This is an optimization exercise on Yosys and OpenROAD, whose aim is small area and a short achievable clock period, not a production implementation.
At most, simulation tests tie the RTL to the original design; equivalence was not proved.
No functional check of the RTL was part of run 1.
Power is estimated from default activity; no workload was simulated.

--- design/flow/constraint.sdc ---
create_clock -name core_clock -period 15.5 [get_ports {clk}]
set_input_delay 3.1000 -clock core_clock [delete_from_list [all_inputs] [get_ports {clk}]]
set_output_delay 3.1000 -clock core_clock [all_outputs]
set_load 0.01 [all_outputs]
--- design/flow/design.v ---
`timescale 1ns / 1ps
module g_inv    (input a, output y);                  assign y = ~a;                             endmodule
module g_buf    (input a, output y);                  assign y = a;                              endmodule
module g_nand2  (input a, b, output y);               assign y = ~(a & b);                       endmodule
module g_nor2   (input a, b, output y);               assign y = ~(a | b);                       endmodule
module g_and2   (input a, b, output y);               assign y = a & b;                          endmodule
module g_or2    (input a, b, output y);               assign y = a | b;                          endmodule
module g_nand2b (input an, b, output y);              assign y = ~(~an & b);                     endmodule
module g_a21oi  (input a1, a2, b1, output y);         assign y = ~((a1 & a2) | b1);              endmodule
module g_o21ai  (input a1, a2, b1, output y);         assign y = ~((a1 | a2) & b1);              endmodule
module g_a21o   (input a1, a2, b1, output y);         assign y = (a1 & a2) | b1;                 endmodule
module g_o21a   (input a1, a2, b1, output y);         assign y = (a1 | a2) & b1;                 endmodule
module g_o22ai  (input a1, a2, b1, b2, output y);     assign y = ~((a1 | a2) & (b1 | b2));       endmodule
module g_xor2   (input a, b, output y);               assign y = a ^ b;                          endmodule
module g_xnor2  (input a, b, output y);               assign y = ~(a ^ b);                       endmodule
module g_mux2i  (input a0, a1, s, output y);          assign y = ~(s ? a1 : a0);                 endmodule
module g_nand3  (input a, b, c, output y);            assign y = ~(a & b & c);                   endmodule
module g_a31oi  (input a1, a2, a3, b1, output y);     assign y = ~((a1 & a2 & a3) | b1);         endmodule
module g_a32oi  (input a1, a2, a3, b1, b2, output y); assign y = ~((a1 & a2 & a3) | (b1 & b2));   endmodule
`timescale 1ns / 1ps
module Nbit_ALU(r1, r2, r3, ALUop);
parameter n = 32;
input  [n-1:0] r2, r3;
input  [2:0]   ALUop;
output [n-1:0] r1;
wire x01;
g_xor2 u_x01 (.a(ALUop[0]), .b(ALUop[1]), .y(x01));
wire op1n;
g_inv u_op1n (.a(ALUop[1]), .y(op1n));
wire t0n_d;
g_mux2i u_t0n_d (.a0(ALUop[0]), .a1(ALUop[1]), .s(ALUop[2]), .y(t0n_d));
wire t0n_0;
g_buf u_t0n_0 (.a(t0n_d), .y(t0n_0));
wire t0n_1;
g_buf u_t0n_1 (.a(t0n_d), .y(t0n_1));
wire t1n_d;
g_mux2i u_t1n_d (.a0(x01), .a1(op1n), .s(ALUop[2]), .y(t1n_d));
wire t1n_0;
g_buf u_t1n_0 (.a(t1n_d), .y(t1n_0));
wire t1n_1;
g_buf u_t1n_1 (.a(t1n_d), .y(t1n_1));
wire esn_d;
g_o21a u_esn_d (.a1(ALUop[1]), .a2(ALUop[0]), .b1(ALUop[2]), .y(esn_d));
wire esn_0;
g_buf u_esn_0 (.a(esn_d), .y(esn_0));
wire esn_1;
g_buf u_esn_1 (.a(esn_d), .y(esn_1));
wire ecn_d;
g_nand2b u_ecn_d (.an(ALUop[1]), .b(ALUop[2]), .y(ecn_d));
wire ecn_0;
g_buf u_ecn_0 (.a(ecn_d), .y(ecn_0));
wire ecn_1;
g_buf u_ecn_1 (.a(ecn_d), .y(ecn_1));
wire enn_d;
g_nand2b u_enn_d (.an(ALUop[2]), .b(ALUop[1]), .y(enn_d));
wire enn_0;
g_buf u_enn_0 (.a(enn_d), .y(enn_0));
wire enn_1;
g_buf u_enn_1 (.a(enn_d), .y(enn_1));
wire en_d;
g_inv u_en_d (.a(enn_0), .y(en_d));
wire en_0;
g_buf u_en_0 (.a(en_d), .y(en_0));
wire en_1;
g_buf u_en_1 (.a(en_d), .y(en_1));
wire op01n;
g_nand2 u_op01n (.a(ALUop[0]), .b(ALUop[1]), .y(op01n));
wire sub;
g_nor2 u_sub (.a(ALUop[2]), .b(op01n), .y(sub));
wire op12n;
g_nand2 u_op12n (.a(ALUop[1]), .b(ALUop[2]), .y(op12n));
wire slt;
g_nor2 u_slt (.a(ALUop[0]), .b(op12n), .y(slt));
wire bb0;
g_mux2i u_bb0 (.a0(t0n_0), .a1(t1n_0), .s(r3[0]), .y(bb0));
wire gn0;
g_nand2 u_gn0 (.a(r2[0]), .b(bb0), .y(gn0));
wire tn0;
g_nor2 u_tn0 (.a(r2[0]), .b(bb0), .y(tn0));
wire pn0;
g_nand2b u_pn0 (.an(tn0), .b(gn0), .y(pn0));
wire y0;
g_o22ai u_y0 (.a1(gn0), .a2(ecn_0), .b1(pn0), .b2(esn_0), .y(y0));
wire bb1;
g_mux2i u_bb1 (.a0(t0n_0), .a1(t1n_0), .s(r3[1]), .y(bb1));
wire gn1;
g_nand2 u_gn1 (.a(r2[1]), .b(bb1), .y(gn1));
wire tn1;
g_nor2 u_tn1 (.a(r2[1]), .b(bb1), .y(tn1));
wire pn1;
g_nand2b u_pn1 (.an(tn1), .b(gn1), .y(pn1));
wire y1;
g_o22ai u_y1 (.a1(gn1), .a2(ecn_0), .b1(pn1), .b2(esn_0), .y(y1));
wire bb2;
g_mux2i u_bb2 (.a0(t0n_0), .a1(t1n_0), .s(r3[2]), .y(bb2));
wire gn2;
g_nand2 u_gn2 (.a(r2[2]), .b(bb2), .y(gn2));
wire tn2;
g_nor2 u_tn2 (.a(r2[2]), .b(bb2), .y(tn2));
wire pn2;
g_nand2b u_pn2 (.an(tn2), .b(gn2), .y(pn2));
wire y2;
g_o22ai u_y2 (.a1(gn2), .a2(ecn_0), .b1(pn2), .b2(esn_0), .y(y2));
wire bb3;
g_mux2i u_bb3 (.a0(t0n_0), .a1(t1n_0), .s(r3[3]), .y(bb3));
wire gn3;
g_nand2 u_gn3 (.a(r2[3]), .b(bb3), .y(gn3));
wire tn3;
g_nor2 u_tn3 (.a(r2[3]), .b(bb3), .y(tn3));
wire pn3;
g_nand2b u_pn3 (.an(tn3), .b(gn3), .y(pn3));
wire y3;
g_o22ai u_y3 (.a1(gn3), .a2(ecn_0), .b1(pn3), .b2(esn_0), .y(y3));
wire bb4;
g_mux2i u_bb4 (.a0(t0n_0), .a1(t1n_0), .s(r3[4]), .y(bb4));
wire gn4;
g_nand2 u_gn4 (.a(r2[4]), .b(bb4), .y(gn4));
wire tn4;
g_nor2 u_tn4 (.a(r2[4]), .b(bb4), .y(tn4));
wire pn4;
g_nand2b u_pn4 (.an(tn4), .b(gn4), .y(pn4));
wire y4;
g_o22ai u_y4 (.a1(gn4), .a2(ecn_0), .b1(pn4), .b2(esn_0), .y(y4));
wire bb5;
g_mux2i u_bb5 (.a0(t0n_0), .a1(t1n_0), .s(r3[5]), .y(bb5));
wire gn5;
g_nand2 u_gn5 (.a(r2[5]), .b(bb5), .y(gn5));
wire tn5;
g_nor2 u_tn5 (.a(r2[5]), .b(bb5), .y(tn5));
wire pn5;
g_nand2b u_pn5 (.an(tn5), .b(gn5), .y(pn5));
wire y5;
g_o22ai u_y5 (.a1(gn5), .a2(ecn_0), .b1(pn5), .b2(esn_0), .y(y5));
wire bb6;
g_mux2i u_bb6 (.a0(t0n_0), .a1(t1n_0), .s(r3[6]), .y(bb6));
wire gn6;
g_nand2 u_gn6 (.a(r2[6]), .b(bb6), .y(gn6));
wire tn6;
g_nor2 u_tn6 (.a(r2[6]), .b(bb6), .y(tn6));
wire pn6;
g_nand2b u_pn6 (.an(tn6), .b(gn6), .y(pn6));
wire y6;
g_o22ai u_y6 (.a1(gn6), .a2(ecn_0), .b1(pn6), .b2(esn_0), .y(y6));
wire bb7;
g_mux2i u_bb7 (.a0(t0n_0), .a1(t1n_0), .s(r3[7]), .y(bb7));
wire gn7;
g_nand2 u_gn7 (.a(r2[7]), .b(bb7), .y(gn7));
wire tn7;
g_nor2 u_tn7 (.a(r2[7]), .b(bb7), .y(tn7));
wire pn7;
g_nand2b u_pn7 (.an(tn7), .b(gn7), .y(pn7));
wire y7;
g_o22ai u_y7 (.a1(gn7), .a2(ecn_0), .b1(pn7), .b2(esn_0), .y(y7));
wire bb8;
g_mux2i u_bb8 (.a0(t0n_0), .a1(t1n_0), .s(r3[8]), .y(bb8));
wire gn8;
g_nand2 u_gn8 (.a(r2[8]), .b(bb8), .y(gn8));
wire tn8;
g_nor2 u_tn8 (.a(r2[8]), .b(bb8), .y(tn8));
wire pn8;
g_nand2b u_pn8 (.an(tn8), .b(gn8), .y(pn8));
wire y8;
g_o22ai u_y8 (.a1(gn8), .a2(ecn_0), .b1(pn8), .b2(esn_0), .y(y8));
wire bb9;
g_mux2i u_bb9 (.a0(t0n_0), .a1(t1n_0), .s(r3[9]), .y(bb9));
wire gn9;
g_nand2 u_gn9 (.a(r2[9]), .b(bb9), .y(gn9));
wire tn9;
g_nor2 u_tn9 (.a(r2[9]), .b(bb9), .y(tn9));
wire pn9;
g_nand2b u_pn9 (.an(tn9), .b(gn9), .y(pn9));
wire y9;
g_o22ai u_y9 (.a1(gn9), .a2(ecn_0), .b1(pn9), .b2(esn_0), .y(y9));
wire bb10;
g_mux2i u_bb10 (.a0(t0n_0), .a1(t1n_0), .s(r3[10]), .y(bb10));
wire gn10;
g_nand2 u_gn10 (.a(r2[10]), .b(bb10), .y(gn10));
wire tn10;
g_nor2 u_tn10 (.a(r2[10]), .b(bb10), .y(tn10));
wire pn10;
g_nand2b u_pn10 (.an(tn10), .b(gn10), .y(pn10));
wire y10;
g_o22ai u_y10 (.a1(gn10), .a2(ecn_0), .b1(pn10), .b2(esn_0), .y(y10));
wire bb11;
g_mux2i u_bb11 (.a0(t0n_0), .a1(t1n_0), .s(r3[11]), .y(bb11));
wire gn11;
g_nand2 u_gn11 (.a(r2[11]), .b(bb11), .y(gn11));
wire tn11;
g_nor2 u_tn11 (.a(r2[11]), .b(bb11), .y(tn11));
wire pn11;
g_nand2b u_pn11 (.an(tn11), .b(gn11), .y(pn11));
wire y11;
g_o22ai u_y11 (.a1(gn11), .a2(ecn_0), .b1(pn11), .b2(esn_0), .y(y11));
wire bb12;
g_mux2i u_bb12 (.a0(t0n_0), .a1(t1n_0), .s(r3[12]), .y(bb12));
wire gn12;
g_nand2 u_gn12 (.a(r2[12]), .b(bb12), .y(gn12));
wire tn12;
g_nor2 u_tn12 (.a(r2[12]), .b(bb12), .y(tn12));
wire pn12;
g_nand2b u_pn12 (.an(tn12), .b(gn12), .y(pn12));
wire y12;
g_o22ai u_y12 (.a1(gn12), .a2(ecn_0), .b1(pn12), .b2(esn_0), .y(y12));
wire bb13;
g_mux2i u_bb13 (.a0(t0n_0), .a1(t1n_0), .s(r3[13]), .y(bb13));
wire gn13;
g_nand2 u_gn13 (.a(r2[13]), .b(bb13), .y(gn13));
wire tn13;
g_nor2 u_tn13 (.a(r2[13]), .b(bb13), .y(tn13));
wire pn13;
g_nand2b u_pn13 (.an(tn13), .b(gn13), .y(pn13));
wire y13;
g_o22ai u_y13 (.a1(gn13), .a2(ecn_0), .b1(pn13), .b2(esn_0), .y(y13));
wire bb14;
g_mux2i u_bb14 (.a0(t0n_0), .a1(t1n_0), .s(r3[14]), .y(bb14));
wire gn14;
g_nand2 u_gn14 (.a(r2[14]), .b(bb14), .y(gn14));
wire tn14;
g_nor2 u_tn14 (.a(r2[14]), .b(bb14), .y(tn14));
wire pn14;
g_nand2b u_pn14 (.an(tn14), .b(gn14), .y(pn14));
wire y14;
g_o22ai u_y14 (.a1(gn14), .a2(ecn_0), .b1(pn14), .b2(esn_0), .y(y14));
wire bb15;
g_mux2i u_bb15 (.a0(t0n_0), .a1(t1n_0), .s(r3[15]), .y(bb15));
wire gn15;
g_nand2 u_gn15 (.a(r2[15]), .b(bb15), .y(gn15));
wire tn15;
g_nor2 u_tn15 (.a(r2[15]), .b(bb15), .y(tn15));
wire pn15;
g_nand2b u_pn15 (.an(tn15), .b(gn15), .y(pn15));
wire y15;
g_o22ai u_y15 (.a1(gn15), .a2(ecn_0), .b1(pn15), .b2(esn_0), .y(y15));
wire bb16;
g_mux2i u_bb16 (.a0(t0n_1), .a1(t1n_1), .s(r3[16]), .y(bb16));
wire gn16;
g_nand2 u_gn16 (.a(r2[16]), .b(bb16), .y(gn16));
wire tn16;
g_nor2 u_tn16 (.a(r2[16]), .b(bb16), .y(tn16));
wire pn16;
g_nand2b u_pn16 (.an(tn16), .b(gn16), .y(pn16));
wire y16;
g_o22ai u_y16 (.a1(gn16), .a2(ecn_1), .b1(pn16), .b2(esn_1), .y(y16));
wire bb17;
g_mux2i u_bb17 (.a0(t0n_1), .a1(t1n_1), .s(r3[17]), .y(bb17));
wire gn17;
g_nand2 u_gn17 (.a(r2[17]), .b(bb17), .y(gn17));
wire tn17;
g_nor2 u_tn17 (.a(r2[17]), .b(bb17), .y(tn17));
wire pn17;
g_nand2b u_pn17 (.an(tn17), .b(gn17), .y(pn17));
wire y17;
g_o22ai u_y17 (.a1(gn17), .a2(ecn_1), .b1(pn17), .b2(esn_1), .y(y17));
wire bb18;
g_mux2i u_bb18 (.a0(t0n_1), .a1(t1n_1), .s(r3[18]), .y(bb18));
wire gn18;
g_nand2 u_gn18 (.a(r2[18]), .b(bb18), .y(gn18));
wire tn18;
g_nor2 u_tn18 (.a(r2[18]), .b(bb18), .y(tn18));
wire pn18;
g_nand2b u_pn18 (.an(tn18), .b(gn18), .y(pn18));
wire y18;
g_o22ai u_y18 (.a1(gn18), .a2(ecn_1), .b1(pn18), .b2(esn_1), .y(y18));
wire bb19;
g_mux2i u_bb19 (.a0(t0n_1), .a1(t1n_1), .s(r3[19]), .y(bb19));
wire gn19;
g_nand2 u_gn19 (.a(r2[19]), .b(bb19), .y(gn19));
wire tn19;
g_nor2 u_tn19 (.a(r2[19]), .b(bb19), .y(tn19));
wire pn19;
g_nand2b u_pn19 (.an(tn19), .b(gn19), .y(pn19));
wire y19;
g_o22ai u_y19 (.a1(gn19), .a2(ecn_1), .b1(pn19), .b2(esn_1), .y(y19));
wire bb20;
g_mux2i u_bb20 (.a0(t0n_1), .a1(t1n_1), .s(r3[20]), .y(bb20));
wire gn20;
g_nand2 u_gn20 (.a(r2[20]), .b(bb20), .y(gn20));
wire tn20;
g_nor2 u_tn20 (.a(r2[20]), .b(bb20), .y(tn20));
wire pn20;
g_nand2b u_pn20 (.an(tn20), .b(gn20), .y(pn20));
wire y20;
g_o22ai u_y20 (.a1(gn20), .a2(ecn_1), .b1(pn20), .b2(esn_1), .y(y20));
wire bb21;
g_mux2i u_bb21 (.a0(t0n_1), .a1(t1n_1), .s(r3[21]), .y(bb21));
wire gn21;
g_nand2 u_gn21 (.a(r2[21]), .b(bb21), .y(gn21));
wire tn21;
g_nor2 u_tn21 (.a(r2[21]), .b(bb21), .y(tn21));
wire pn21;
g_nand2b u_pn21 (.an(tn21), .b(gn21), .y(pn21));
wire y21;
g_o22ai u_y21 (.a1(gn21), .a2(ecn_1), .b1(pn21), .b2(esn_1), .y(y21));
wire bb22;
g_mux2i u_bb22 (.a0(t0n_1), .a1(t1n_1), .s(r3[22]), .y(bb22));
wire gn22;
g_nand2 u_gn22 (.a(r2[22]), .b(bb22), .y(gn22));
wire tn22;
g_nor2 u_tn22 (.a(r2[22]), .b(bb22), .y(tn22));
wire pn22;
g_nand2b u_pn22 (.an(tn22), .b(gn22), .y(pn22));
wire y22;
g_o22ai u_y22 (.a1(gn22), .a2(ecn_1), .b1(pn22), .b2(esn_1), .y(y22));
wire bb23;
g_mux2i u_bb23 (.a0(t0n_1), .a1(t1n_1), .s(r3[23]), .y(bb23));
wire gn23;
g_nand2 u_gn23 (.a(r2[23]), .b(bb23), .y(gn23));
wire tn23;
g_nor2 u_tn23 (.a(r2[23]), .b(bb23), .y(tn23));
wire pn23;
g_nand2b u_pn23 (.an(tn23), .b(gn23), .y(pn23));
wire y23;
g_o22ai u_y23 (.a1(gn23), .a2(ecn_1), .b1(pn23), .b2(esn_1), .y(y23));
wire bb24;
g_mux2i u_bb24 (.a0(t0n_1), .a1(t1n_1), .s(r3[24]), .y(bb24));
wire gn24;
g_nand2 u_gn24 (.a(r2[24]), .b(bb24), .y(gn24));
wire tn24;
g_nor2 u_tn24 (.a(r2[24]), .b(bb24), .y(tn24));
wire pn24;
g_nand2b u_pn24 (.an(tn24), .b(gn24), .y(pn24));
wire y24;
g_o22ai u_y24 (.a1(gn24), .a2(ecn_1), .b1(pn24), .b2(esn_1), .y(y24));
wire bb25;
g_mux2i u_bb25 (.a0(t0n_1), .a1(t1n_1), .s(r3[25]), .y(bb25));
wire gn25;
g_nand2 u_gn25 (.a(r2[25]), .b(bb25), .y(gn25));
wire tn25;
g_nor2 u_tn25 (.a(r2[25]), .b(bb25), .y(tn25));
wire pn25;
g_nand2b u_pn25 (.an(tn25), .b(gn25), .y(pn25));
wire y25;
g_o22ai u_y25 (.a1(gn25), .a2(ecn_1), .b1(pn25), .b2(esn_1), .y(y25));
wire bb26;
g_mux2i u_bb26 (.a0(t0n_1), .a1(t1n_1), .s(r3[26]), .y(bb26));
wire gn26;
g_nand2 u_gn26 (.a(r2[26]), .b(bb26), .y(gn26));
wire tn26;
g_nor2 u_tn26 (.a(r2[26]), .b(bb26), .y(tn26));
wire pn26;
g_nand2b u_pn26 (.an(tn26), .b(gn26), .y(pn26));
wire y26;
g_o22ai u_y26 (.a1(gn26), .a2(ecn_1), .b1(pn26), .b2(esn_1), .y(y26));
wire bb27;
g_mux2i u_bb27 (.a0(t0n_1), .a1(t1n_1), .s(r3[27]), .y(bb27));
wire gn27;
g_nand2 u_gn27 (.a(r2[27]), .b(bb27), .y(gn27));
wire tn27;
g_nor2 u_tn27 (.a(r2[27]), .b(bb27), .y(tn27));
wire pn27;
g_nand2b u_pn27 (.an(tn27), .b(gn27), .y(pn27));
wire y27;
g_o22ai u_y27 (.a1(gn27), .a2(ecn_1), .b1(pn27), .b2(esn_1), .y(y27));
wire bb28;
g_mux2i u_bb28 (.a0(t0n_1), .a1(t1n_1), .s(r3[28]), .y(bb28));
wire gn28;
g_nand2 u_gn28 (.a(r2[28]), .b(bb28), .y(gn28));
wire tn28;
g_nor2 u_tn28 (.a(r2[28]), .b(bb28), .y(tn28));
wire pn28;
g_nand2b u_pn28 (.an(tn28), .b(gn28), .y(pn28));
wire y28;
g_o22ai u_y28 (.a1(gn28), .a2(ecn_1), .b1(pn28), .b2(esn_1), .y(y28));
wire bb29;
g_mux2i u_bb29 (.a0(t0n_1), .a1(t1n_1), .s(r3[29]), .y(bb29));
wire gn29;
g_nand2 u_gn29 (.a(r2[29]), .b(bb29), .y(gn29));
wire tn29;
g_nor2 u_tn29 (.a(r2[29]), .b(bb29), .y(tn29));
wire pn29;
g_nand2b u_pn29 (.an(tn29), .b(gn29), .y(pn29));
wire y29;
g_o22ai u_y29 (.a1(gn29), .a2(ecn_1), .b1(pn29), .b2(esn_1), .y(y29));
wire bb30;
g_mux2i u_bb30 (.a0(t0n_1), .a1(t1n_1), .s(r3[30]), .y(bb30));
wire gn30;
g_nand2 u_gn30 (.a(r2[30]), .b(bb30), .y(gn30));
wire tn30;
g_nor2 u_tn30 (.a(r2[30]), .b(bb30), .y(tn30));
wire pn30;
g_nand2b u_pn30 (.an(tn30), .b(gn30), .y(pn30));
wire y30;
g_o22ai u_y30 (.a1(gn30), .a2(ecn_1), .b1(pn30), .b2(esn_1), .y(y30));
wire bb31;
g_mux2i u_bb31 (.a0(t0n_1), .a1(t1n_1), .s(r3[31]), .y(bb31));
wire gn31;
g_nand2 u_gn31 (.a(r2[31]), .b(bb31), .y(gn31));
wire tn31;
g_nor2 u_tn31 (.a(r2[31]), .b(bb31), .y(tn31));
wire pn31;
g_nand2b u_pn31 (.an(tn31), .b(gn31), .y(pn31));
wire y31;
g_o22ai u_y31 (.a1(gn31), .a2(ecn_1), .b1(pn31), .b2(esn_1), .y(y31));
wire G0n;
g_o21a u_G0n (.a1(tn0), .a2(t0n_0), .b1(gn0), .y(G0n));
wire G1_1;
g_o21ai u_G1_1 (.a1(tn1), .a2(G0n), .b1(gn1), .y(G1_1));
wire G1_3;
g_o21ai u_G1_3 (.a1(tn3), .a2(gn2), .b1(gn3), .y(G1_3));
wire T1_3;
g_nor2 u_T1_3 (.a(tn3), .b(tn2), .y(T1_3));
wire G1_5;
g_o21ai u_G1_5 (.a1(tn5), .a2(gn4), .b1(gn5), .y(G1_5));
wire T1_5;
g_nor2 u_T1_5 (.a(tn5), .b(tn4), .y(T1_5));
wire G1_7;
g_o21ai u_G1_7 (.a1(tn7), .a2(gn6), .b1(gn7), .y(G1_7));
wire T1_7;
g_nor2 u_T1_7 (.a(tn7), .b(tn6), .y(T1_7));
wire G1_9;
g_o21ai u_G1_9 (.a1(tn9), .a2(gn8), .b1(gn9), .y(G1_9));
wire T1_9;
g_nor2 u_T1_9 (.a(tn9), .b(tn8), .y(T1_9));
wire G1_11;
g_o21ai u_G1_11 (.a1(tn11), .a2(gn10), .b1(gn11), .y(G1_11));
wire T1_11;
g_nor2 u_T1_11 (.a(tn11), .b(tn10), .y(T1_11));
wire G1_13;
g_o21ai u_G1_13 (.a1(tn13), .a2(gn12), .b1(gn13), .y(G1_13));
wire T1_13;
g_nor2 u_T1_13 (.a(tn13), .b(tn12), .y(T1_13));
wire G1_15;
g_o21ai u_G1_15 (.a1(tn15), .a2(gn14), .b1(gn15), .y(G1_15));
wire T1_15;
g_nor2 u_T1_15 (.a(tn15), .b(tn14), .y(T1_15));
wire G1_17;
g_o21ai u_G1_17 (.a1(tn17), .a2(gn16), .b1(gn17), .y(G1_17));
wire T1_17;
g_nor2 u_T1_17 (.a(tn17), .b(tn16), .y(T1_17));
wire G1_19;
g_o21ai u_G1_19 (.a1(tn19), .a2(gn18), .b1(gn19), .y(G1_19));
wire T1_19;
g_nor2 u_T1_19 (.a(tn19), .b(tn18), .y(T1_19));
wire G1_21;
g_o21ai u_G1_21 (.a1(tn21), .a2(gn20), .b1(gn21), .y(G1_21));
wire T1_21;
g_nor2 u_T1_21 (.a(tn21), .b(tn20), .y(T1_21));
wire G1_23;
g_o21ai u_G1_23 (.a1(tn23), .a2(gn22), .b1(gn23), .y(G1_23));
wire T1_23;
g_nor2 u_T1_23 (.a(tn23), .b(tn22), .y(T1_23));
wire G1_25;
g_o21ai u_G1_25 (.a1(tn25), .a2(gn24), .b1(gn25), .y(G1_25));
wire T1_25;
g_nor2 u_T1_25 (.a(tn25), .b(tn24), .y(T1_25));
wire G1_27;
g_o21ai u_G1_27 (.a1(tn27), .a2(gn26), .b1(gn27), .y(G1_27));
wire T1_27;
g_nor2 u_T1_27 (.a(tn27), .b(tn26), .y(T1_27));
wire G1_29;
g_o21ai u_G1_29 (.a1(tn29), .a2(gn28), .b1(gn29), .y(G1_29));
wire T1_29;
g_nor2 u_T1_29 (.a(tn29), .b(tn28), .y(T1_29));
wire G2_3;
g_a21oi u_G2_3 (.a1(T1_3), .a2(G1_1), .b1(G1_3), .y(G2_3));
wire G2_7;
g_a21oi u_G2_7 (.a1(T1_7), .a2(G1_5), .b1(G1_7), .y(G2_7));
wire T2_7;
g_nand2 u_T2_7 (.a(T1_7), .b(T1_5), .y(T2_7));
wire G2_11;
g_a21oi u_G2_11 (.a1(T1_11), .a2(G1_9), .b1(G1_11), .y(G2_11));
wire T2_11;
g_nand2 u_T2_11 (.a(T1_11), .b(T1_9), .y(T2_11));
wire G2_15;
g_a21oi u_G2_15 (.a1(T1_15), .a2(G1_13), .b1(G1_15), .y(G2_15));
wire T2_15;
g_nand2 u_T2_15 (.a(T1_15), .b(T1_13), .y(T2_15));
wire G2_19;
g_a21oi u_G2_19 (.a1(T1_19), .a2(G1_17), .b1(G1_19), .y(G2_19));
wire T2_19;
g_nand2 u_T2_19 (.a(T1_19), .b(T1_17), .y(T2_19));
wire G2_23;
g_a21oi u_G2_23 (.a1(T1_23), .a2(G1_21), .b1(G1_23), .y(G2_23));
wire T2_23;
g_nand2 u_T2_23 (.a(T1_23), .b(T1_21), .y(T2_23));
wire G2_27;
g_a21oi u_G2_27 (.a1(T1_27), .a2(G1_25), .b1(G1_27), .y(G2_27));
wire T2_27;
g_nand2 u_T2_27 (.a(T1_27), .b(T1_25), .y(T2_27));
wire n_G1_5;
g_inv u_n_G1_5 (.a(G1_5), .y(n_G1_5));
wire n_T1_5;
g_inv u_n_T1_5 (.a(T1_5), .y(n_T1_5));
wire G3_5;
g_o21ai u_G3_5 (.a1(n_T1_5), .a2(G2_3), .b1(n_G1_5), .y(G3_5));
wire G3_7;
g_o21ai u_G3_7 (.a1(T2_7), .a2(G2_3), .b1(G2_7), .y(G3_7));
wire n_G1_13;
g_inv u_n_G1_13 (.a(G1_13), .y(n_G1_13));
wire n_T1_13;
g_inv u_n_T1_13 (.a(T1_13), .y(n_T1_13));
wire G3_13;
g_o21ai u_G3_13 (.a1(n_T1_13), .a2(G2_11), .b1(n_G1_13), .y(G3_13));
wire T3_13;
g_nor2 u_T3_13 (.a(n_T1_13), .b(T2_11), .y(T3_13));
wire G3_15;
g_o21ai u_G3_15 (.a1(T2_15), .a2(G2_11), .b1(G2_15), .y(G3_15));
wire T3_15;
g_nor2 u_T3_15 (.a(T2_15), .b(T2_11), .y(T3_15));
wire n_G1_21;
g_inv u_n_G1_21 (.a(G1_21), .y(n_G1_21));
wire n_T1_21;
g_inv u_n_T1_21 (.a(T1_21), .y(n_T1_21));
wire G3_21;
g_o21ai u_G3_21 (.a1(n_T1_21), .a2(G2_19), .b1(n_G1_21), .y(G3_21));
wire T3_21;
g_nor2 u_T3_21 (.a(n_T1_21), .b(T2_19), .y(T3_21));
wire G3_23;
g_o21ai u_G3_23 (.a1(T2_23), .a2(G2_19), .b1(G2_23), .y(G3_23));
wire T3_23;
g_nor2 u_T3_23 (.a(T2_23), .b(T2_19), .y(T3_23));
wire n_G1_29;
g_inv u_n_G1_29 (.a(G1_29), .y(n_G1_29));
wire n_T1_29;
g_inv u_n_T1_29 (.a(T1_29), .y(n_T1_29));
wire G3_29;
g_o21ai u_G3_29 (.a1(n_T1_29), .a2(G2_27), .b1(n_G1_29), .y(G3_29));
wire T3_29;
g_nor2 u_T3_29 (.a(n_T1_29), .b(T2_27), .y(T3_29));
wire G4_9;
g_a21oi u_G4_9 (.a1(T1_9), .a2(G3_7), .b1(G1_9), .y(G4_9));
wire n_G2_11;
g_inv u_n_G2_11 (.a(G2_11), .y(n_G2_11));
wire n_T2_11;
g_inv u_n_T2_11 (.a(T2_11), .y(n_T2_11));
wire G4_11;
g_a21oi u_G4_11 (.a1(n_T2_11), .a2(G3_7), .b1(n_G2_11), .y(G4_11));
wire G4_13;
g_a21oi u_G4_13 (.a1(T3_13), .a2(G3_7), .b1(G3_13), .y(G4_13));
wire G4_15;
g_a21oi u_G4_15 (.a1(T3_15), .a2(G3_7), .b1(G3_15), .y(G4_15));
wire G4_25;
g_a21oi u_G4_25 (.a1(T1_25), .a2(G3_23), .b1(G1_25), .y(G4_25));
wire T4_25;
g_nand2 u_T4_25 (.a(T1_25), .b(T3_23), .y(T4_25));
wire n_G2_27;
g_inv u_n_G2_27 (.a(G2_27), .y(n_G2_27));
wire n_T2_27;
g_inv u_n_T2_27 (.a(T2_27), .y(n_T2_27));
wire G4_27;
g_a21oi u_G4_27 (.a1(n_T2_27), .a2(G3_23), .b1(n_G2_27), .y(G4_27));
wire T4_27;
g_nand2 u_T4_27 (.a(n_T2_27), .b(T3_23), .y(T4_27));
wire G4_29;
g_a21oi u_G4_29 (.a1(T3_29), .a2(G3_23), .b1(G3_29), .y(G4_29));
wire T4_29;
g_nand2 u_T4_29 (.a(T3_29), .b(T3_23), .y(T4_29));
wire n_G1_17;
g_inv u_n_G1_17 (.a(G1_17), .y(n_G1_17));
wire n_T1_17;
g_inv u_n_T1_17 (.a(T1_17), .y(n_T1_17));
wire G5_17;
g_o21ai u_G5_17 (.a1(n_T1_17), .a2(G4_15), .b1(n_G1_17), .y(G5_17));
wire G5_19;
g_o21ai u_G5_19 (.a1(T2_19), .a2(G4_15), .b1(G2_19), .y(G5_19));
wire n_G3_21;
g_inv u_n_G3_21 (.a(G3_21), .y(n_G3_21));
wire n_T3_21;
g_inv u_n_T3_21 (.a(T3_21), .y(n_T3_21));
wire G5_21;
g_o21ai u_G5_21 (.a1(n_T3_21), .a2(G4_15), .b1(n_G3_21), .y(G5_21));
wire n_G3_23;
g_inv u_n_G3_23 (.a(G3_23), .y(n_G3_23));
wire n_T3_23;
g_inv u_n_T3_23 (.a(T3_23), .y(n_T3_23));
wire G5_23;
g_o21ai u_G5_23 (.a1(n_T3_23), .a2(G4_15), .b1(n_G3_23), .y(G5_23));
wire G5_25;
g_o21ai u_G5_25 (.a1(T4_25), .a2(G4_15), .b1(G4_25), .y(G5_25));
wire G5_27;
g_o21ai u_G5_27 (.a1(T4_27), .a2(G4_15), .b1(G4_27), .y(G5_27));
wire G5_29;
g_o21ai u_G5_29 (.a1(T4_29), .a2(G4_15), .b1(G4_29), .y(G5_29));
wire n_gn2;
g_inv u_n_gn2 (.a(gn2), .y(n_gn2));
wire n_tn2;
g_inv u_n_tn2 (.a(tn2), .y(n_tn2));
wire G6_2;
g_a21oi u_G6_2 (.a1(n_tn2), .a2(G1_1), .b1(n_gn2), .y(G6_2));
wire G6_4;
g_o21ai u_G6_4 (.a1(tn4), .a2(G2_3), .b1(gn4), .y(G6_4));
wire n_gn6;
g_inv u_n_gn6 (.a(gn6), .y(n_gn6));
wire n_tn6;
g_inv u_n_tn6 (.a(tn6), .y(n_tn6));
wire G6_6;
g_a21oi u_G6_6 (.a1(n_tn6), .a2(G3_5), .b1(n_gn6), .y(G6_6));
wire n_gn8;
g_inv u_n_gn8 (.a(gn8), .y(n_gn8));
wire n_tn8;
g_inv u_n_tn8 (.a(tn8), .y(n_tn8));
wire G6_8;
g_a21oi u_G6_8 (.a1(n_tn8), .a2(G3_7), .b1(n_gn8), .y(G6_8));
wire G6_10;
g_o21ai u_G6_10 (.a1(tn10), .a2(G4_9), .b1(gn10), .y(G6_10));
wire G6_12;
g_o21ai u_G6_12 (.a1(tn12), .a2(G4_11), .b1(gn12), .y(G6_12));
wire G6_14;
g_o21ai u_G6_14 (.a1(tn14), .a2(G4_13), .b1(gn14), .y(G6_14));
wire G6_16;
g_o21ai u_G6_16 (.a1(tn16), .a2(G4_15), .b1(gn16), .y(G6_16));
wire n_gn18;
g_inv u_n_gn18 (.a(gn18), .y(n_gn18));
wire n_tn18;
g_inv u_n_tn18 (.a(tn18), .y(n_tn18));
wire G6_18;
g_a21oi u_G6_18 (.a1(n_tn18), .a2(G5_17), .b1(n_gn18), .y(G6_18));
wire n_gn20;
g_inv u_n_gn20 (.a(gn20), .y(n_gn20));
wire n_tn20;
g_inv u_n_tn20 (.a(tn20), .y(n_tn20));
wire G6_20;
g_a21oi u_G6_20 (.a1(n_tn20), .a2(G5_19), .b1(n_gn20), .y(G6_20));
wire n_gn22;
g_inv u_n_gn22 (.a(gn22), .y(n_gn22));
wire n_tn22;
g_inv u_n_tn22 (.a(tn22), .y(n_tn22));
wire G6_22;
g_a21oi u_G6_22 (.a1(n_tn22), .a2(G5_21), .b1(n_gn22), .y(G6_22));
wire n_gn24;
g_inv u_n_gn24 (.a(gn24), .y(n_gn24));
wire n_tn24;
g_inv u_n_tn24 (.a(tn24), .y(n_tn24));
wire G6_24;
g_a21oi u_G6_24 (.a1(n_tn24), .a2(G5_23), .b1(n_gn24), .y(G6_24));
wire n_gn26;
g_inv u_n_gn26 (.a(gn26), .y(n_gn26));
wire n_tn26;
g_inv u_n_tn26 (.a(tn26), .y(n_tn26));
wire G6_26;
g_a21oi u_G6_26 (.a1(n_tn26), .a2(G5_25), .b1(n_gn26), .y(G6_26));
wire n_gn28;
g_inv u_n_gn28 (.a(gn28), .y(n_gn28));
wire n_tn28;
g_inv u_n_tn28 (.a(tn28), .y(n_tn28));
wire G6_28;
g_a21oi u_G6_28 (.a1(n_tn28), .a2(G5_27), .b1(n_gn28), .y(G6_28));
wire n_gn30;
g_inv u_n_gn30 (.a(gn30), .y(n_gn30));
wire n_tn30;
g_inv u_n_tn30 (.a(tn30), .y(n_tn30));
wire G6_30;
g_a21oi u_G6_30 (.a1(n_tn30), .a2(G5_29), .b1(n_gn30), .y(G6_30));
wire k1;
g_nor2 u_k1 (.a(G0n), .b(enn_0), .y(k1));
g_xor2 u_r1 (.a(y1), .b(k1), .y(r1[1]));
wire kn2;
g_nand2 u_kn2 (.a(G1_1), .b(en_0), .y(kn2));
g_xnor2 u_r2 (.a(y2), .b(kn2), .y(r1[2]));
wire k3;
g_nor2 u_k3 (.a(G6_2), .b(enn_0), .y(k3));
g_xor2 u_r3 (.a(y3), .b(k3), .y(r1[3]));
wire k4;
g_nor2 u_k4 (.a(G2_3), .b(enn_0), .y(k4));
g_xor2 u_r4 (.a(y4), .b(k4), .y(r1[4]));
wire kn5;
g_nand2 u_kn5 (.a(G6_4), .b(en_0), .y(kn5));
g_xnor2 u_r5 (.a(y5), .b(kn5), .y(r1[5]));
wire kn6;
g_nand2 u_kn6 (.a(G3_5), .b(en_0), .y(kn6));
g_xnor2 u_r6 (.a(y6), .b(kn6), .y(r1[6]));
wire k7;
g_nor2 u_k7 (.a(G6_6), .b(enn_0), .y(k7));
g_xor2 u_r7 (.a(y7), .b(k7), .y(r1[7]));
wire kn8;
g_nand2 u_kn8 (.a(G3_7), .b(en_0), .y(kn8));
g_xnor2 u_r8 (.a(y8), .b(kn8), .y(r1[8]));
wire k9;
g_nor2 u_k9 (.a(G6_8), .b(enn_0), .y(k9));
g_xor2 u_r9 (.a(y9), .b(k9), .y(r1[9]));
wire k10;
g_nor2 u_k10 (.a(G4_9), .b(enn_0), .y(k10));
g_xor2 u_r10 (.a(y10), .b(k10), .y(r1[10]));
wire kn11;
g_nand2 u_kn11 (.a(G6_10), .b(en_0), .y(kn11));
g_xnor2 u_r11 (.a(y11), .b(kn11), .y(r1[11]));
wire k12;
g_nor2 u_k12 (.a(G4_11), .b(enn_0), .y(k12));
g_xor2 u_r12 (.a(y12), .b(k12), .y(r1[12]));
wire kn13;
g_nand2 u_kn13 (.a(G6_12), .b(en_0), .y(kn13));
g_xnor2 u_r13 (.a(y13), .b(kn13), .y(r1[13]));
wire k14;
g_nor2 u_k14 (.a(G4_13), .b(enn_0), .y(k14));
g_xor2 u_r14 (.a(y14), .b(k14), .y(r1[14]));
wire kn15;
g_nand2 u_kn15 (.a(G6_14), .b(en_0), .y(kn15));
g_xnor2 u_r15 (.a(y15), .b(kn15), .y(r1[15]));
wire k16;
g_nor2 u_k16 (.a(G4_15), .b(enn_1), .y(k16));
g_xor2 u_r16 (.a(y16), .b(k16), .y(r1[16]));
wire kn17;
g_nand2 u_kn17 (.a(G6_16), .b(en_1), .y(kn17));
g_xnor2 u_r17 (.a(y17), .b(kn17), .y(r1[17]));
wire kn18;
g_nand2 u_kn18 (.a(G5_17), .b(en_1), .y(kn18));
g_xnor2 u_r18 (.a(y18), .b(kn18), .y(r1[18]));
wire k19;
g_nor2 u_k19 (.a(G6_18), .b(enn_1), .y(k19));
g_xor2 u_r19 (.a(y19), .b(k19), .y(r1[19]));
wire kn20;
g_nand2 u_kn20 (.a(G5_19), .b(en_1), .y(kn20));
g_xnor2 u_r20 (.a(y20), .b(kn20), .y(r1[20]));
wire k21;
g_nor2 u_k21 (.a(G6_20), .b(enn_1), .y(k21));
g_xor2 u_r21 (.a(y21), .b(k21), .y(r1[21]));
wire kn22;
g_nand2 u_kn22 (.a(G5_21), .b(en_1), .y(kn22));
g_xnor2 u_r22 (.a(y22), .b(kn22), .y(r1[22]));
wire k23;
g_nor2 u_k23 (.a(G6_22), .b(enn_1), .y(k23));
g_xor2 u_r23 (.a(y23), .b(k23), .y(r1[23]));
wire kn24;
g_nand2 u_kn24 (.a(G5_23), .b(en_1), .y(kn24));
g_xnor2 u_r24 (.a(y24), .b(kn24), .y(r1[24]));
wire k25;
g_nor2 u_k25 (.a(G6_24), .b(enn_1), .y(k25));
g_xor2 u_r25 (.a(y25), .b(k25), .y(r1[25]));
wire kn26;
g_nand2 u_kn26 (.a(G5_25), .b(en_1), .y(kn26));
g_xnor2 u_r26 (.a(y26), .b(kn26), .y(r1[26]));
wire k27;
g_nor2 u_k27 (.a(G6_26), .b(enn_1), .y(k27));
g_xor2 u_r27 (.a(y27), .b(k27), .y(r1[27]));
wire kn28;
g_nand2 u_kn28 (.a(G5_27), .b(en_1), .y(kn28));
g_xnor2 u_r28 (.a(y28), .b(kn28), .y(r1[28]));
wire k29;
g_nor2 u_k29 (.a(G6_28), .b(enn_1), .y(k29));
g_xor2 u_r29 (.a(y29), .b(k29), .y(r1[29]));
wire kn30;
g_nand2 u_kn30 (.a(G5_29), .b(en_1), .y(kn30));
g_xnor2 u_r30 (.a(y30), .b(kn30), .y(r1[30]));
wire k31;
g_nor2 u_k31 (.a(G6_30), .b(enn_1), .y(k31));
g_xor2 u_r31 (.a(y31), .b(k31), .y(r1[31]));
wire x31n;
g_xnor2 u_x31n (.a(pn31), .b(G6_30), .y(x31n));
wire z0n;
g_xnor2 u_z0n (.a(y0), .b(sub), .y(z0n));
g_mux2i u_r0 (.a0(z0n), .a1(x31n), .s(slt), .y(r1[0]));
endmodule
`timescale 1ns / 1ps
module dff(q, d, clk);
input		d, clk;       
output reg	q;            
always @(posedge clk)
q<=d;
endmodule
`timescale 1ns / 1ps
module Nbit_Register(outo, ino, clk);
parameter n = 32;
input [n-1:0] ino;
output [n-1:0] outo;
input clk;
genvar i;
generate
for (i = 0; i < n; i = i + 1) begin: registerblk
dff Dflipflop(.q(outo[i]) , .d(ino[i]), .clk(clk) );
end
endgenerate
endmodule
`timescale 1ns / 1ps
module Nbit_ALU_Register (r2, r3, ALUop, r0, clk);
parameter n = 32;
input[n-1:0] r2, r3;
input[2:0] ALUop;
input clk;
output [n-1:0] r0;
wire[n-1:0] r1;
Nbit_ALU #(n) alu1 (.r1(r1), .r2(r2), .r3(r3), .ALUop(ALUop) );
Nbit_Register #(n) reg1 (.outo(r0), .ino(r1), .clk(clk) );
endmodule
--- design/flow/config.mk ---
export PLATFORM = sky130hd
export DESIGN_NAME = Nbit_ALU_Register
export DESIGN_NICKNAME = Nbit_ALU_Register
export VERILOG_FILES = /design/flow/design.v
export SDC_FILE = /design/flow/constraint.sdc
export NUM_CORES = 4
export LEC_CHECK = 0
export CAP_MARGIN = 20
export CORE_MARGIN = 2
export CORE_UTILIZATION = 40
export SLEW_MARGIN = 20
export SYNTH_HIERARCHICAL = 1
export SYNTH_MINIMUM_KEEP_SIZE = 0
--- design/flow/standard.sh ---
#!/bin/bash
# synth_recipe.tcl (not shown) runs the flow's synth.tcl, then flattens the netlist and writes it again
# the make line also repeats each setting of config.mk as NAME=value (left out here)
make -C /OpenROAD-flow-scripts/flow DESIGN_CONFIG=/design/flow/config.mk WORK_HOME=/design/flow/orfs CLKGATE_MAP_FILE= SYNTH_SCRIPT=/design/flow/synth_recipe.tcl "${@:-finish}"
--- design/flow/flow/run.sh ---
#!/bin/bash
# Standard ORFS layout; the only change is the cell used to buffer the ports
# (a plain buf_1 instead of the delay buffer buffer_ports picks by default).
set -euo pipefail
export BUFFER_PORTS_ARGS="-buffer_cell sky130_fd_sc_hd__buf_1"
bash standard.sh > standard.log 2>&1
==> flow_summary.ini, run 1 <==
[grt]
groute.layer.met2.usage = 0.337
busiest_layer = met2
antenna_found_initial = 0
grt_pass1_wl_um = 11600
first_global_vias = 2667
use_met3 = 0.0396
grt.overflow.total = 0
grt_max_degree = 34
grt_use_met1 = 0.228
track_usage = 0.189

[floorplanning]
ios = 100
fp.dieH_um = 87.9
core_area_um2 = 6790
rows = 30
die_w_um = 87.9
start_util = 0.414
die-area_um2 = 7720

[sta]
fin_crit_ns = 6.50
hold_viol = 0
hold_ws_ns = 3.24
timing.fmax_mhz = 154
finalCritPeriodShare = 0.419
worst_pin_slew_ns = 0.965
rsz0062_at_grt = no
finalSetupViolations = 0
finalSetupTns_ns = 0
relSlewSlack = 0.343
drv_slew = 0

[clock_tree]
hold_buffers = 0
cts-root-buf = clkbuf_8
postCtsSetupRepairBufs = 0
cts_resized = 0
cts_tree = done
htree_num_levels = 2
clk_pin_slew_ns = 0.07
cts_made_buffers = 5
cts.sinks = 32
clockBufferDepth = 2

[run]
cap_violations = 0

[final_layout]
drive_above_1_share = 0.0676
final_cells = 599
fin_util = 0.492
regMostFlops = reg1.registerblk.Dflipflop.q
top_regs = reg1.registerblk.Dflipflop.q (32)
antenna_cells = 0
nets = 570
fillers = 734
largest_register_ffs = 32
area_delta_synth_final_pct = 18.9

[worst_setup_path]
slowest_stage = mux2i_4
cp-start-kind = input port
worstPathRequired_ns = 15.67
crit_chain = buf_1 > mux2i_4 > mux2i_1 > nor2_1 > o21a_1 > o21ai_1 > a21oi_2 > o21ai_1 > a21oi_2 > o21ai_1 > a21oi_2 > nor2_1 > xor2_1
worstSetupPathType = in -> reg
cp_slowest_stage_delay_ns = 0.89
crit_family = compound AO/OA/AOI/OAI gates
arrival_ns = 6.67
endpoint_kind = register
critPathBufInv = 1
critPathMaxFanout = 32

[logic_synthesis]
yosysSeqAreaShare = 0.228
yosysMostFrequentCell = nor2_1
synth_common_cells = 69 x nor2_1, 58 x nand2_1, 40 x inv_1
syn_area_per_cell_um2 = 6.93
async_flop_share = 0
synth_flop_cell = dfxtp_1
synth.top_cells.by_area = dfxtp_1 23%, mux2i_1 12%, nor2_1 9.2%, nand2_1 7.7%, nand2b_1 7.6%
synth_top_area_share = 0.228
synth_cell_types = 13
synth_nets = 474
synth_edf_count = 0
syn_inst = 406
yosys_warnings = 7
syn_area_um2 = 2810
synth_top_area_cell = dfxtp_1
synth-seq-cells = 32

[routing]
vias = 2885
drc = 0
via_per_inst = 4.82
ant_nets = 0
first_pass_iters = 4
drtIter0Drc = 116
wl_per_cell_um = 12.1
wirelength_um = 7280

[power_and_ir_drop]
vdd_drop_max_mv = 0.0331
power_density_nw_per_um2 = 93.6
p_leak_nw = 1.50

[run_status]
status = no timing/DRC/antenna violations

[placement]
dp_cells = 591
dp_hpwl_um = 5360
gp_congestion = 0.840
io_buffers = 99

[min_path]
hold_path.class = in -> reg
[cell type report]
cell class,count,area [um2],share of cell area
clock buffer,8,90.1,0.0269
sequential,32,641,0.191
tap,96,120,0.0359
timing repair buffer,101,387,0.116
inverter,40,150,0.0449
multi-input combinational,322,1960,0.585
[where the power goes]
part / leakage [nW] / switching, mW / internal (mW)
registers: 0.270 / 0.00529 / 0.101
logic: 1.19 / 0.0859 / 0.0536
clock network: 0.0455 / 0.0316 / 0.0362
total: 1.50 / 0.123 / 0.190
[tightest hold or removal path, delay by kind of cell]
| family | cells | cell delay, ns |
|---|---|---|
| AO/OA/AOI/OAI | 1 | 0.09 |
| XOR/XNOR | 1 | 0.12 |
| buffers and inverters | 1 | 0.09 |
| AND/OR/NAND/NOR | 1 | 0.10 |
[path summary, 6_finish.rpt]
| kind | start | cells past startpoint | endpoint | slack, ns |
|---|---|---|---|---|
| setup / recovery | ALUop[2] | 13 | reg1.registerblk[31].Dflipflop.q | 9.00 |
| hold / removal | r2[21] | 4 | reg1.registerblk[21].Dflipflop.q | 3.24 |
[Yosys stat by module (local to each module, per instance), a selection]
module	cells	flops+latches	times used	cell area, um2
g_a21oi	1	0	24	8.76
g_o22ai	1	0	32	6.26
g_buf	1	0	12	7.51
g_o21ai	1	0	34	5.00
g_xor2	1	0	17	8.76
dff	1	1	32	20.0
g_o21a	1	0	2	7.51
g_nor2	1	0	69	3.75
g_nand2	1	0	58	3.75
g_nand2b	1	0	34	6.26
g_mux2i	1	0	35	10.0
g_inv	1	0	40	3.75
g_xnor2	1	0	17	8.76
[logic make-up (layout without fill, tap and decap cells)]
| group | count (synthesis) | in the layout | share of synthesized area |
|---|---|---|---|
| buffers and inverters | 52 | 149 | 0.0854 |
| AO/OA/AOI/OAI | 92 | 92 | 0.212 |
| AND/OR/NAND/NOR | 161 | 161 | 0.245 |
| XOR/XNOR | 34 | 34 | 0.106 |
| multiplexers | 35 | 35 | 0.125 |
| flip-flops | 32 | 32 | 0.228 |
[through the flow]
step	power (mW)	instance area [um2]	setup WS [ns]
detailed placement	0.248	3260	8.67
floorplan	0.210	2810	9.99
CTS	0.316	3350	8.96
finish	0.313	3350	9.00
global route	0.337	3350	8.56
global placement	0.246	3260	8.83
[placed cells by master (no fill, tap or decap), drive strengths merged]
cell / n
buf: 101
nor2: 69
nand2: 58
inv: 40
mux2i: 35
o21ai: 34
nand2b: 34
o22ai: 32
dfxtp: 32
a21oi: 24
xor2: 17
xnor2: 17
clkbuf: 8
o21a: 2
[layer usage]
metal | share of wire | routed length, um
met5 | 0 | 0
met4 | 0.011 | 80
met3 | 0.048 | 348
met2 | 0.50 | 3620
met1 | 0.44 | 3230
==> run 2: changes to the inputs <==
--- a/design/flow/design.v
+++ b/design/flow/design.v
@@ -575,22 +575,22 @@
 g_inv u_n_gn2 (.a(gn2), .y(n_gn2));
 wire n_tn2;
 g_inv u_n_tn2 (.a(tn2), .y(n_tn2));
-wire G6_2;
-g_a21oi u_G6_2 (.a1(n_tn2), .a2(G1_1), .b1(n_gn2), .y(G6_2));
+wire kn3;
+g_a32oi u_kn3 (.a1(n_tn2), .a2(G1_1), .a3(en_0), .b1(n_gn2), .b2(en_0), .y(kn3));
 wire G6_4;
 g_o21ai u_G6_4 (.a1(tn4), .a2(G2_3), .b1(gn4), .y(G6_4));
 wire n_gn6;
 g_inv u_n_gn6 (.a(gn6), .y(n_gn6));
 wire n_tn6;
 g_inv u_n_tn6 (.a(tn6), .y(n_tn6));
-wire G6_6;
-g_a21oi u_G6_6 (.a1(n_tn6), .a2(G3_5), .b1(n_gn6), .y(G6_6));
+wire kn7;
+g_a32oi u_kn7 (.a1(n_tn6), .a2(G3_5), .a3(en_0), .b1(n_gn6), .b2(en_0), .y(kn7));
 wire n_gn8;
 g_inv u_n_gn8 (.a(gn8), .y(n_gn8));
 wire n_tn8;
 g_inv u_n_tn8 (.a(tn8), .y(n_tn8));
-wire G6_8;
-g_a21oi u_G6_8 (.a1(n_tn8), .a2(G3_7), .b1(n_gn8), .y(G6_8));
+wire kn9;
+g_a32oi u_kn9 (.a1(n_tn8), .a2(G3_7), .a3(en_0), .b1(n_gn8), .b2(en_0), .y(kn9));
 wire G6_10;
 g_o21ai u_G6_10 (.a1(tn10), .a2(G4_9), .b1(gn10), .y(G6_10));
 wire G6_12;
@@ -603,38 +603,38 @@
 g_inv u_n_gn18 (.a(gn18), .y(n_gn18));
 wire n_tn18;
 g_inv u_n_tn18 (.a(tn18), .y(n_tn18));
-wire G6_18;
-g_a21oi u_G6_18 (.a1(n_tn18), .a2(G5_17), .b1(n_gn18), .y(G6_18));
+wire kn19;
+g_a32oi u_kn19 (.a1(n_tn18), .a2(G5_17), .a3(en_1), .b1(n_gn18), .b2(en_1), .y(kn19));
 wire n_gn20;
 g_inv u_n_gn20 (.a(gn20), .y(n_gn20));
 wire n_tn20;
 g_inv u_n_tn20 (.a(tn20), .y(n_tn20));
-wire G6_20;
-g_a21oi u_G6_20 (.a1(n_tn20), .a2(G5_19), .b1(n_gn20), .y(G6_20));
+wire kn21;
+g_a32oi u_kn21 (.a1(n_tn20), .a2(G5_19), .a3(en_1), .b1(n_gn20), .b2(en_1), .y(kn21));
 wire n_gn22;
 g_inv u_n_gn22 (.a(gn22), .y(n_gn22));
 wire n_tn22;
 g_inv u_n_tn22 (.a(tn22), .y(n_tn22));
-wire G6_22;
-g_a21oi u_G6_22 (.a1(n_tn22), .a2(G5_21), .b1(n_gn22), .y(G6_22));
+wire kn23;
+g_a32oi u_kn23 (.a1(n_tn22), .a2(G5_21), .a3(en_1), .b1(n_gn22), .b2(en_1), .y(kn23));
 wire n_gn24;
 g_inv u_n_gn24 (.a(gn24), .y(n_gn24));
 wire n_tn24;
 g_inv u_n_tn24 (.a(tn24), .y(n_tn24));
-wire G6_24;
-g_a21oi u_G6_24 (.a1(n_tn24), .a2(G5_23), .b1(n_gn24), .y(G6_24));
+wire kn25;
+g_a32oi u_kn25 (.a1(n_tn24), .a2(G5_23), .a3(en_1), .b1(n_gn24), .b2(en_1), .y(kn25));
 wire n_gn26;
 g_inv u_n_gn26 (.a(gn26), .y(n_gn26));
 wire n_tn26;
 g_inv u_n_tn26 (.a(tn26), .y(n_tn26));
-wire G6_26;
-g_a21oi u_G6_26 (.a1(n_tn26), .a2(G5_25), .b1(n_gn26), .y(G6_26));
+wire kn27;
+g_a32oi u_kn27 (.a1(n_tn26), .a2(G5_25), .a3(en_1), .b1(n_gn26), .b2(en_1), .y(kn27));
 wire n_gn28;
 g_inv u_n_gn28 (.a(gn28), .y(n_gn28));
 wire n_tn28;
 g_inv u_n_tn28 (.a(tn28), .y(n_tn28));
-wire G6_28;
-g_a21oi u_G6_28 (.a1(n_tn28), .a2(G5_27), .b1(n_gn28), .y(G6_28));
+wire kn29;
+g_a32oi u_kn29 (.a1(n_tn28), .a2(G5_27), .a3(en_1), .b1(n_gn28), .b2(en_1), .y(kn29));
 wire n_gn30;
 g_inv u_n_gn30 (.a(gn30), .y(n_gn30));
 wire n_tn30;
@@ -647,9 +647,7 @@
 wire kn2;
 g_nand2 u_kn2 (.a(G1_1), .b(en_0), .y(kn2));
 g_xnor2 u_r2 (.a(y2), .b(kn2), .y(r1[2]));
-wire k3;
-g_nor2 u_k3 (.a(G6_2), .b(enn_0), .y(k3));
-g_xor2 u_r3 (.a(y3), .b(k3), .y(r1[3]));
+g_xnor2 u_r3 (.a(y3), .b(kn3), .y(r1[3]));
 wire k4;
 g_nor2 u_k4 (.a(G2_3), .b(enn_0), .y(k4));
 g_xor2 u_r4 (.a(y4), .b(k4), .y(r1[4]));
@@ -659,15 +657,11 @@
 wire kn6;
 g_nand2 u_kn6 (.a(G3_5), .b(en_0), .y(kn6));
 g_xnor2 u_r6 (.a(y6), .b(kn6), .y(r1[6]));
-wire k7;
-g_nor2 u_k7 (.a(G6_6), .b(enn_0), .y(k7));
-g_xor2 u_r7 (.a(y7), .b(k7), .y(r1[7]));
+g_xnor2 u_r7 (.a(y7), .b(kn7), .y(r1[7]));
 wire kn8;
 g_nand2 u_kn8 (.a(G3_7), .b(en_0), .y(kn8));
 g_xnor2 u_r8 (.a(y8), .b(kn8), .y(r1[8]));
-wire k9;
-g_nor2 u_k9 (.a(G6_8), .b(enn_0), .y(k9));
-g_xor2 u_r9 (.a(y9), .b(k9), .y(r1[9]));
+g_xnor2 u_r9 (.a(y9), .b(kn9), .y(r1[9]));
 wire k10;
 g_nor2 u_k10 (.a(G4_9), .b(enn_0), .y(k10));
 g_xor2 u_r10 (.a(y10), .b(k10), .y(r1[10]));
@@ -695,39 +689,27 @@
 wire kn18;
 g_nand2 u_kn18 (.a(G5_17), .b(en_1), .y(kn18));
 g_xnor2 u_r18 (.a(y18), .b(kn18), .y(r1[18]));
-wire k19;
-g_nor2 u_k19 (.a(G6_18), .b(enn_1), .y(k19));
-g_xor2 u_r19 (.a(y19), .b(k19), .y(r1[19]));
+g_xnor2 u_r19 (.a(y19), .b(kn19), .y(r1[19]));
 wire kn20;
 g_nand2 u_kn20 (.a(G5_19), .b(en_1), .y(kn20));
 g_xnor2 u_r20 (.a(y20), .b(kn20), .y(r1[20]));
-wire k21;
-g_nor2 u_k21 (.a(G6_20), .b(enn_1), .y(k21));
-g_xor2 u_r21 (.a(y21), .b(k21), .y(r1[21]));
+g_xnor2 u_r21 (.a(y21), .b(kn21), .y(r1[21]));
 wire kn22;
 g_nand2 u_kn22 (.a(G5_21), .b(en_1), .y(kn22));
 g_xnor2 u_r22 (.a(y22), .b(kn22), .y(r1[22]));
-wire k23;
-g_nor2 u_k23 (.a(G6_22), .b(enn_1), .y(k23));
-g_xor2 u_r23 (.a(y23), .b(k23), .y(r1[23]));
+g_xnor2 u_r23 (.a(y23), .b(kn23), .y(r1[23]));
 wire kn24;
 g_nand2 u_kn24 (.a(G5_23), .b(en_1), .y(kn24));
 g_xnor2 u_r24 (.a(y24), .b(kn24), .y(r1[24]));
-wire k25;
-g_nor2 u_k25 (.a(G6_24), .b(enn_1), .y(k25));
-g_xor2 u_r25 (.a(y25), .b(k25), .y(r1[25]));
+g_xnor2 u_r25 (.a(y25), .b(kn25), .y(r1[25]));
 wire kn26;
 g_nand2 u_kn26 (.a(G5_25), .b(en_1), .y(kn26));
 g_xnor2 u_r26 (.a(y26), .b(kn26), .y(r1[26]));
-wire k27;
-g_nor2 u_k27 (.a(G6_26), .b(enn_1), .y(k27));
-g_xor2 u_r27 (.a(y27), .b(k27), .y(r1[27]));
+g_xnor2 u_r27 (.a(y27), .b(kn27), .y(r1[27]));
 wire kn28;
 g_nand2 u_kn28 (.a(G5_27), .b(en_1), .y(kn28));
 g_xnor2 u_r28 (.a(y28), .b(kn28), .y(r1[28]));
-wire k29;
-g_nor2 u_k29 (.a(G6_28), .b(enn_1), .y(k29));
-g_xor2 u_r29 (.a(y29), .b(k29), .y(r1[29]));
+g_xnor2 u_r29 (.a(y29), .b(kn29), .y(r1[29]));
 wire kn30;
 g_nand2 u_kn30 (.a(G5_29), .b(en_1), .y(kn30));
 g_xnor2 u_r30 (.a(y30), .b(kn30), .y(r1[30]));
==> flow_summary.ini, run 2 <==
[run_status]
status = no timing/DRC/antenna violations

[worst_setup_path]
crit_start = ALUop[2]
endpoint_kind = register
cp-start-kind = input port
cp_slowest_stage_delay_ns = 0.92
worstSetupPathType = in -> reg
cp.depth = 13
worstPathRequired_ns = 15.68
crit_family = compound AO/OA/AOI/OAI gates
slowest_stage = mux2i_4
critPathBufInv = 1
critPathMaxFanout = 32
arrival_ns = 6.60
crit_chain = buf_1 > mux2i_4 > mux2i_1 > nor2_1 > o21a_1 > o21ai_1 > a21oi_2 > o21ai_1 > a21oi_2 > o21ai_1 > a21oi_2 > nor2_1 > xor2_1

[sta]
finalSetupViolations = 0
worst_pin_slew_ns = 1.01
finalSetupTns_ns = 0
drv_slew = 0
setup_ws_ns = 9.08
relSlewSlack = 0.313
timing.fmax_mhz = 156
finalCritPeriodShare = 0.414
hold_ws_ns = 3.23
fin_crit_ns = 6.42
rsz0062_at_grt = no
hold_viol = 0

[grt]
groute.layer.met2.usage = 0.332
track_usage = 0.193
antenna_found_initial = 0
grt_use_met1 = 0.244
busiest_layer = met2
use_met3 = 0.0341
grt.overflow.total = 0
grt_max_degree = 34
first_global_vias = 2635
grt_pass1_wl_um = 11700

[final_layout]
largest_register_ffs = 32
finalInstanceArea_um2 = 3310
fin_util = 0.490
antenna_cells = 0
regMostFlops = reg1.registerblk.Dflipflop.q
drive_above_1_share = 0.0547
top_regs = reg1.registerblk.Dflipflop.q (32)
final_cell_mix = 99 x buf_1, 60 x nor2_1, 58 x nand2_1
fillers = 705
final_common_cell = buf_1
multiInputGateArea_um2 = 1920
area_delta_synth_final_pct = 19.2
regArea_um2 = 641
nets = 561

[placement]
dp_hpwl_um = 5320
post_dp_cell_area_um2 = 3200
place_ws_ns = 8.79
io_buffers = 99
gp_congestion = 0.831

[logic_synthesis]
synth-simple-area-share = 0.236
synth_common_cells = 60 x nor2_1, 58 x nand2_1, 40 x inv_1
synth_top_area_share = 0.230
yosys-mux-area-fraction = 0.126
synth.top_cells.by_area = dfxtp_1 23%, mux2i_1 13%, xnor2_1 8.2%, nor2_1 8.1%, nand2_1 7.8%
synth_top_area_cell = dfxtp_1
syn_area_um2 = 2780
synth_cell_types = 14
synth_top_family_by_area = simple AND/OR/NAND/NOR gates
syn_area_per_cell_um2 = 7.00
synth_edf_count = 0
synth-xor-area-share = 0.107
yosysSeqAreaShare = 0.230
yosysMostFrequentCell = nor2_1
syn_inst = 397
synth-seq-cells = 32
async_flop_share = 0
synth_nets = 465
synth_flop_cell = dfxtp_1
synth_fa_ha_area_frac = 0
synth-compound-area-share = 0.214
yosys_warnings = 7

[floorplanning]
rows = 30
die-area_um2 = 7630
start_util = 0.411
ios = 100
die_w_um = 87.4
fp.dieH_um = 87.4
core_area_um2 = 6760

[routing]
drtIter0Drc = 140
first_pass_iters = 5
vias = 2884
ant_nets = 0
wirelength_um = 7300
wl_per_cell_um = 12.7
via_per_inst = 5.02
drc = 0

[clock_tree]
cts_tree = done
cts_resized = 0
postCtsSetupRepairBufs = 0
htree_num_levels = 2
cts-root-buf = clkbuf_8
cts.sinks = 32
hold_buffers = 0
clk_pin_slew_ns = 0.08
cts_made_buffers = 5
clockBufferDepth = 2

[min_path]
hold_path.class = in -> reg
worstHoldStart = r2[21]
min_path_cells = 4

[power_and_ir_drop]
p_leak_nw = 1.45
vdd_drop_max_mv = 0.0462
power_density_nw_per_um2 = 98.8

[run]
cap_violations = 0
-- run 2: routing by layer --
metal,part of all wire,vias up
met3,0.050,9
met1,0.45,1273
met2,0.48,77
met5,0,-
met4,0.015,0
li1,-,1525
-- run 2: area by class of cell --
type / instances / area share
repair buffers: 101 / 0.117
multi-input cells: 313 / 0.581
flip-flops and latches: 32 / 0.193
inverters: 40 / 0.0453
clock buffers: 5 / 0.0208
well taps: 80 / 0.0302
clock inverters: 3 / 0.0128
-- run 2: per-stage QoR --
stage | power [mW] | std cells
CTS | 0.330 | 574
detailed placement | 0.246 | 566
global placement | 0.244 | 566
global route | 0.352 | 574
finish | 0.327 | 574
floorplan | 0.208 | 397
-- run 2: cells by family after synthesis --
family                    count (synthesis)
DFF                                      32
AOI/OAI and AO/OA                        92
buffers and inverters                    52
muxes                                    35
and+or+nand+nor                         152
xor gates and xnor gates                 34
-- run 2: where the power goes --
group,total (mW),internal [mW],switching (mW)
combinational,0.138,0.0534,0.0845
sequential,0.106,0.101,0.00502
clock,0.0836,0.0476,0.0360
-- run 2: worst paths after layout --
kind	end	slack [ns]
worst max-delay path	reg1.registerblk[31].Dflipflop.q	9.08
worst min-delay path	reg1.registerblk[21].Dflipflop.q	3.23
-- run 2: per-module statistics from Yosys (local to each module, per instance), excerpt --
module	times used	flops+latches	cells inside
g_nand2	58	0	1
g_o21ai	34	0	1
g_buf	12	0	1
g_xnor2	26	0	1
g_o21a	2	0	1
g_nor2	60	0	1
g_xor2	8	0	1
g_mux2i	35	0	1
dff	32	1	1
g_a32oi	9	0	1
g_inv	40	0	1
g_a21oi	15	0	1
g_nand2b	34	0	1
g_o22ai	32	0	1
-- run 2: worst min-delay path, stage by stage --
cell and delay [ns]:
buf_1 0.08, nand2_1 0.09, o22ai_1 0.09, xnor2_1 0.12

-- afterwards: timing with drivers on the ports --
No port has a modelled driver above. Below, the same layouts with a new extraction and two added sets of constraints. Step 1: set_driving_cell puts a clkbuf_16 on clk and a buf_2 on each other input, an assumption about the parent block. Step 2 also shifts input and output timing later by t, the mid clock arrival at the registers, as if the neighbouring blocks saw the same clock. Slacks: ideal ports / drivers / drivers and shift; pairs: ideal ports / drivers.
run	shift t [ns]	setup WS [ns]	worst hold slack (ns)	worst setup path after step 2	cell pins on the clock port's net
run 1	0.310	8.999 / 9.002 / 8.692	3.243 / 3.236 / 3.510	input to register	1
run 2	0.315	9.078 / 9.083 / 8.768	3.234 / 3.227 / 3.505	input to register	1
After both steps every run listed still meets setup and hold. For run 2, which loses most, drivers alone change the setup slack by +0.005 ns; drivers and shift together by -0.310 ns.
